Background: an optimization exercise with open tools, aiming at a short achievable clock period and few clock cycles. Do not read the settings as production practice. No activity file was given, so power comes from the tool's default toggle rates.

the previous run:
==> flow/design.v <==
parameter ADD     = 4'b0000;
parameter SUB     = 4'b0001;
parameter AND     = 4'b0010;
parameter OR      = 4'b0011;
parameter XOR     = 4'b0100;
parameter NOT     = 4'b0101;
parameter MOV     = 4'b0110;
parameter NOP     = 4'b0111;
parameter LOAD    = 4'b1000;
parameter STORE   = 4'b1001;
parameter LOAD_IM = 4'b1010;
parameter BRN_Z   = 4'b1011;
parameter BRN_N   = 4'b1100;
parameter BRN_O   = 4'b1101;
parameter BRN     = 4'b1110;
module microprocessor #(parameter N = 8, ROM_addressBits = 6, RF_addressBits = 3) (
  input  logic                           clk             ,
  input  logic                           rst_n           ,
  input  logic [ 3+2*(RF_addressBits):0] ROM_data        ,
  input  logic [                  N-1:0] SRAM_data       ,
  output logic                           overflowPC      ,
  output logic                           ROM_readEnable  ,
  output logic                           SRAM_readEnable ,
  output logic                           SRAM_writeEnable,
  output logic [    ROM_addressBits-1:0] ROM_address     ,
  output logic [(2**RF_addressBits)-1:0] SRAM_address    ,
  output logic [                  N-1:0] SRAM_data_in
);
parameter ADD     = 4'b0000;
parameter SUB     = 4'b0001;
parameter AND     = 4'b0010;
parameter OR      = 4'b0011;
parameter XOR     = 4'b0100;
parameter NOT     = 4'b0101;
parameter MOV     = 4'b0110;
parameter NOP     = 4'b0111;
parameter LOAD    = 4'b1000;
parameter STORE   = 4'b1001;
parameter LOAD_IM = 4'b1010;
parameter BRN_Z   = 4'b1011;
parameter BRN_N   = 4'b1100;
parameter BRN_O   = 4'b1101;
parameter BRN     = 4'b1110;
  function automatic logic [5:0] inc6(input logic [5:0] x);
    inc6 = x ^ {&x[4:0], &x[3:0], &x[2:0], &x[1:0], x[0], 1'b1};
  endfunction
  logic [7:0] R [0:7];           
  logic [2:0] F;                 
  logic       ov_reg;            
  logic       dead;              
  logic [5:0] FA;                
  logic [5:0] FAo;               
  logic       re;                
  logic       rv;                
  logic [5:0] rpc;               
  logic       rpred;             
  logic       rfold;             
  logic       stl;               
  logic       kv;
  logic [9:0] kir;
  logic [5:0] kpc;
  logic       kpred, kfold;
  logic       iv;
  logic [9:0] ir;
  logic [5:0] ipc;
  logic       ipred, ifold;
  logic [5:0] itgt;              
  logic       itoor;             
  logic       ilast;             
  logic [5:0] ipc1;              
  logic [63:0] nv, nf;
  logic [5:0]  nT [0:63];
  logic       ta_v, tb_v, tc_v, tn_v;
  logic [5:0] t_i, t_tgt;
  logic       l_v;               
  logic [5:0] l_pc;              
  logic       l_brn;             
  logic       e_v;
  logic       e_wr;              
  logic       e_fl;              
  logic       e_clr;             
  logic       e_ld;              
  logic [2:0] e_dst;
  logic [1:0] e_fn;              
  logic [7:0] e_A, e_B;
  logic       e_cin;
  logic       w_v;
  logic [2:0] w_dst;
  logic [8:0] sum;
  logic [7:0] e_lg, e_res;
  logic       e_ovf, e_z;
  always_comb begin
    sum = {1'b0, e_A} + {1'b0, e_B} + {8'd0, e_cin};
    case (e_fn)
      2'd1: e_lg = e_A & e_B;
      2'd2: e_lg = e_A | e_B;
      default: e_lg = e_A ^ e_B;
    endcase
    e_res = (e_fn == 2'd0) ? sum[7:0] : e_lg;
    e_ovf = (e_fn == 2'd0) & (e_A[7] == e_B[7]) & (sum[7] != e_A[7]);
    e_z   = (e_fn == 2'd0) ? &(~((e_A ^ e_B) ^ {e_A[6:0] | e_B[6:0], e_cin}))
                           : ~|e_lg;
  end
  wire e_wen = e_v & e_wr;
  logic [2:0] Fn;
  always_comb begin
    if (e_v & e_clr)     Fn = 3'b000;
    else if (e_v & e_fl) Fn = {e_ovf, e_res[7], e_z};
    else                 Fn = F;
  end
  wire       ivld = iv & ~ov_reg & ~dead;
  wire [3:0] op   = ir[9:6];
  wire [2:0] fa   = ir[5:3];
  wire [2:0] fb   = ir[2:0];
  wire is_alu2 = (op == ADD) | (op == SUB) | (op == AND) | (op == OR) | (op == XOR);
  wire is_not  = (op == NOT);
  wire is_mov  = (op == MOV);
  wire is_ld   = (op == LOAD);
  wire is_st   = (op == STORE);
  wire is_ldi  = (op == LOAD_IM);
  wire is_cbr  = (op == BRN_Z) | (op == BRN_N) | (op == BRN_O);
  wire is_brn  = (op == BRN);
  wire is_und  = (op == 4'hF);
  wire is_br   = is_cbr | is_brn;
  wire [2:0] sa = is_not ? 3'd1 : fa;
  logic [7:0] va, vb;
  always_comb begin
    if (e_wen && e_dst == sa)    va = e_res;
    else if (w_v && w_dst == sa) va = SRAM_data;
    else                         va = R[sa];
    if (e_wen && e_dst == fb)    vb = e_res;
    else if (w_v && w_dst == fb) vb = SRAM_data;
    else                         vb = R[fb];
  end
  wire uses_a = is_alu2 | is_not | is_st;
  wire uses_b = is_alu2 | is_not | is_mov | is_ld | is_st;
  wire stall  = ivld & e_v & e_ld & ((uses_a & (e_dst == sa)) | (uses_b & (e_dst == fb)));
  wire go     = ivld & ~stall;
  logic cond;
  always_comb begin
    case (op)
      BRN_Z:   cond = Fn[0];
      BRN_N:   cond = Fn[1];
      BRN_O:   cond = Fn[2];
      default: cond = 1'b0;
    endcase
  end
  wire c_tk     = is_cbr & cond;
  wire c_nt     = is_cbr & ~cond;
  wire redirect = go & ((~itoor & ((is_brn & ~ipred) | (c_tk & ~ipred))) |
                        (c_nt & ipred & ~ilast));
  wire [5:0] rd_tgt = c_nt ? ipc1 : itgt;
  wire d_halt   = go & ((is_brn | c_tk) ? itoor : (~is_und & ilast));
  wire [9:0] s_ir   = stl ? kir   : ROM_data;
  wire       s_v    = stl ? kv    : rv;
  wire [5:0] s_pc   = stl ? kpc   : rpc;
  wire       s_pred = stl ? kpred : rpred;
  wire       s_fold = stl ? kfold : rfold;
  wire [4:0] s_off  = s_ir[4:0];
  wire [6:0] s_tgt  = s_ir[5] ? ({1'b0, s_pc} - {2'b00, s_off})
                              : ({1'b0, s_pc} + {2'b00, s_off});
  wire r_redirect   = s_v & (s_ir[9:6] == BRN) & ~s_pred & ~stall;
  assign ROM_address    = FAo;
  assign ROM_readEnable = re;
  assign overflowPC     = ov_reg;
  wire [5:0] fa_next    = nv[FA] ? nT[FA] : inc6(FA);
  logic [5:0] FA_n;
  logic       stl_n;
  always_comb begin
    if (redirect)        begin FA_n = rd_tgt;     stl_n = 0; end
    else if (r_redirect) begin FA_n = s_tgt[5:0]; stl_n = 0; end
    else begin
      FA_n  = stl ? FA : fa_next;
      stl_n = stall;
    end
  end
  always_ff @(posedge clk or negedge rst_n) begin
    if (!rst_n) begin
      FA <= 0; FAo <= 0; re <= 1; rv <= 0; rpred <= 0; stl <= 0; kv <= 0; kpred <= 0;
      iv <= 0; ipred <= 0;
      ta_v <= 0; tb_v <= 0; tc_v <= 0; tn_v <= 0; l_v <= 0;
      ov_reg <= 0; dead <= 0;
      nv <= 0; nf <= 0;
      e_v <= 0; w_v <= 0;
      SRAM_readEnable <= 0; SRAM_writeEnable <= 0;
      F <= 0;
    end else begin
      FA  <= FA_n;
      FAo <= FA_n;
      stl <= stl_n;
      re  <= ~stl_n;
      if (redirect) begin
        rv  <= 0;
        iv  <= 0;
      end else if (r_redirect) begin
        rv    <= 0;
        iv    <= 1;
        ipred <= 1;
      end else begin
        if (!stl) begin
          rv    <= 1'b1;
          rpred <= nv[FA] & ~nf[FA];
        end
        if (stall) begin
          kv    <= rv;
          kpred <= rpred;
        end else begin
          iv    <= s_v;
          ipred <= s_pred;
        end
      end
      if (d_halt) ov_reg <= 1;
      if (go & is_und) dead <= 1;
      ta_v <= go & is_brn & ~itoor;
      tb_v <= go & is_brn & ~itoor & l_v & ~l_brn & (inc6(l_pc) == ipc);
      tc_v <= go & c_tk & ~itoor & ~ipred;
      tn_v <= go & c_nt & ipred;
      if (go) l_v <= 1;
      if (ta_v | tc_v) begin nv[t_i] <= 1'b1; nf[t_i] <= 1'b0; end
      if (tn_v) nv[t_i] <= 1'b0;
      if (tb_v) begin nv[t_i - 6'd1] <= 1'b1; nf[t_i - 6'd1] <= 1'b1; end
      e_v <= go;
      w_v <= e_v & e_ld;
      SRAM_readEnable  <= go & is_ld;
      SRAM_writeEnable <= go & is_st;
      F <= Fn;
    end
  end
  always_ff @(posedge clk) begin
    if (!stl) begin
      rpc   <= FA;
      rfold <= nv[FA] & nf[FA];
    end
    if (stall) begin
      kir   <= ROM_data;
      kpc   <= rpc;
      kfold <= rfold;
    end else begin
      ir    <= s_ir;
      ipc   <= s_pc;
      ifold <= s_fold;
      itgt  <= s_tgt[5:0];
      itoor <= s_tgt[6];
      ilast <= (s_pc == 6'd63);
      ipc1  <= inc6(s_pc);
    end
    e_wr  <= is_alu2 | is_not | is_mov | is_ldi;
    e_fl  <= is_alu2 | is_not | is_mov;
    e_clr <= is_br | ifold;
    e_ld  <= is_ld;
    e_dst <= fa;
    case (op)
      ADD:     begin e_fn <= 2'd0; e_A <= va;   e_B <= vb;  e_cin <= 0; end
      SUB:     begin e_fn <= 2'd0; e_A <= va;   e_B <= ~vb; e_cin <= 1; end
      AND:     begin e_fn <= 2'd1; e_A <= va;   e_B <= vb;  e_cin <= 0; end
      OR:      begin e_fn <= 2'd2; e_A <= va;   e_B <= vb;  e_cin <= 0; end
      XOR,NOT: begin e_fn <= 2'd3; e_A <= va;   e_B <= vb;  e_cin <= 0; end
      MOV:     begin e_fn <= 2'd2; e_A <= 8'd0; e_B <= vb;  e_cin <= 0; end
      default: begin e_fn <= 2'd2; e_A <= 8'd0; e_B <= {{5{fb[2]}}, fb}; e_cin <= 0; end
    endcase
    SRAM_address <= is_st ? va : vb;
    SRAM_data_in <= vb;
    w_dst <= e_dst;
    t_i   <= ipc;
    t_tgt <= itgt;
    if (go) begin
      l_pc  <= ipc;
      l_brn <= is_brn;
    end
    if (ta_v | tc_v) nT[t_i] <= t_tgt;
    if (tb_v) nT[t_i - 6'd1] <= t_tgt;
  end
  always_ff @(posedge clk or negedge rst_n) begin
    if (!rst_n) begin
      for (int i = 0; i < 8; i++) R[i] <= (i == 1) ? 8'hFF : 8'h00;
    end else begin
      for (int i = 0; i < 8; i++) begin
        if (e_wen && e_dst == i)      R[i] <= e_res;
        else if (w_v && w_dst == i)   R[i] <= SRAM_data;
      end
    end
  end
endmodule
Settings: LEC_CHECK=0, CAP_MARGIN=20, CORE_MARGIN=2, CORE_UTILIZATION=40, SETUP_SLACK_MARGIN=3.5, SLEW_MARGIN=20; clock period 6.0 ns.
run.sh (not shown) runs the stock make flow with config.mk's settings and CLKGATE_MAP_FILE= SYNTH_SCRIPT=/design/flow/synth_recipe.tcl, a recipe that flattens the netlist after the stock synthesis.
Inputs modified between the previous run and the current run:
-- flow/design.v --
<<< the previous run, line 51
  logic [5:0] FA;                
  logic [5:0] FAo;               
  logic       re;                
  logic       rv;                
>>> the current run, line 51
  logic [5:0] FA;                
  logic [5:0] FAo;               
  logic [63:0] FAh;              
  logic       re;                
  logic       rv;                
<<< the previous run, line 164
  assign ROM_readEnable = re;
  assign overflowPC     = ov_reg;
  wire [5:0] fa_next    = nv[FA] ? nT[FA] : inc6(FA);
  logic [5:0] FA_n;
  logic       stl_n;
>>> the current run, line 165
  assign ROM_readEnable = re;
  assign overflowPC     = ov_reg;
  logic       f_hit, f_pred, f_fold;
  logic [5:0] f_tgt;
  always_comb begin
    f_hit  = |(FAh & nv);
    f_pred = |(FAh & nv & ~nf);
    f_fold = |(FAh & nv & nf);
    f_tgt  = 6'd0;
    for (int i = 0; i < 64; i++) f_tgt = f_tgt | (nT[i] & {6{FAh[i]}});
  end
  wire [5:0] fa_next    = f_hit ? f_tgt : inc6(FA);
  logic [5:0] FA_n;
  logic       stl_n;
<<< the previous run, line 177
  always_ff @(posedge clk or negedge rst_n) begin
    if (!rst_n) begin
      FA <= 0; FAo <= 0; re <= 1; rv <= 0; rpred <= 0; stl <= 0; kv <= 0; kpred <= 0;
      iv <= 0; ipred <= 0;
      ta_v <= 0; tb_v <= 0; tc_v <= 0; tn_v <= 0; l_v <= 0;
>>> the current run, line 187
  always_ff @(posedge clk or negedge rst_n) begin
    if (!rst_n) begin
      FA <= 0; FAo <= 0; FAh <= 64'd1; re <= 1; rv <= 0; rpred <= 0; stl <= 0; kv <= 0; kpred <= 0;
      iv <= 0; ipred <= 0;
      ta_v <= 0; tb_v <= 0; tc_v <= 0; tn_v <= 0; l_v <= 0;
<<< the previous run, line 188
      FA  <= FA_n;
      FAo <= FA_n;
      stl <= stl_n;
      re  <= ~stl_n;
>>> the current run, line 198
      FA  <= FA_n;
      FAo <= FA_n;
      FAh <= 64'd1 << FA_n;
      stl <= stl_n;
      re  <= ~stl_n;
<<< the previous run, line 200
        if (!stl) begin
          rv    <= 1'b1;
          rpred <= nv[FA] & ~nf[FA];
        end
        if (stall) begin
>>> the current run, line 211
        if (!stl) begin
          rv    <= 1'b1;
          rpred <= f_pred;
        end
        if (stall) begin
<<< the previous run, line 230
    if (!stl) begin
      rpc   <= FA;
      rfold <= nv[FA] & nf[FA];
    end
    if (stall) begin
>>> the current run, line 241
    if (!stl) begin
      rpc   <= FA;
      rfold <= f_fold;
    end
    if (stall) begin
==> run summary <==
Per the comparison of the current run with the previous run, count of distinct cell types in the synthesized netlist dropped about 1.2%, worst-case setup margin in the final layout dropped 0.60 ns, switching share of power climbed 1.6 points, non-clock buffering overhead in the final layout climbed 1.0 points, share of cell area taken by multi-input logic gates dropped 0.75 points. Row number of buffers added for setup after CTS: the current run higher / the previous run lower. Of the two values seen for source of the critical timing path, FAo[0] was produced by the previous run and FAh[58] by the current run. Of the previous run and the current run, the lower actual slew at the worst max-slew pin belongs to the previous run. The sequential cell count of the final layout number comes out lower for the previous run vs the current run.
No functional check of the RTL was part of any run of this note.

-- re-timing with driven ports --
The flow's constraints put no driver on any port. The routed layouts listed below were extracted and timed again, unchanged, in two steps.
Step 1 sets driving cells, clkbuf_16 on the clock port and buf_2 on the other inputs (assumed; they add their load-dependent delay and slew).
Step 2 adds t to the input delays and takes it off the output delays; t is the mean of the earliest and latest rising clock arrival at the registers after step 1. Input paths then give back, and output paths get back, about the clock's delay inside the block.
Three values: ideal ports, drivers, drivers and shift; two values: the first two.
run | t (ns) | setup WS [ns] | worst hold slack (ns) | slew at the worst register clock pin (ns)
the previous run | 0.729 | 3.004 / 3.004 / 2.465 | 0.393 / 0.393 / 0.393 | 0.07 / 0.07
the current run | 0.744 | 2.402 / 2.402 / 1.780 | 0.447 / 0.447 / 0.447 | 0.07 / 0.07
After both steps every run listed still meets setup and hold. The setup slack of the current run, which loses most, moves by 0.000 ns with the drivers and by -0.622 ns with both steps.
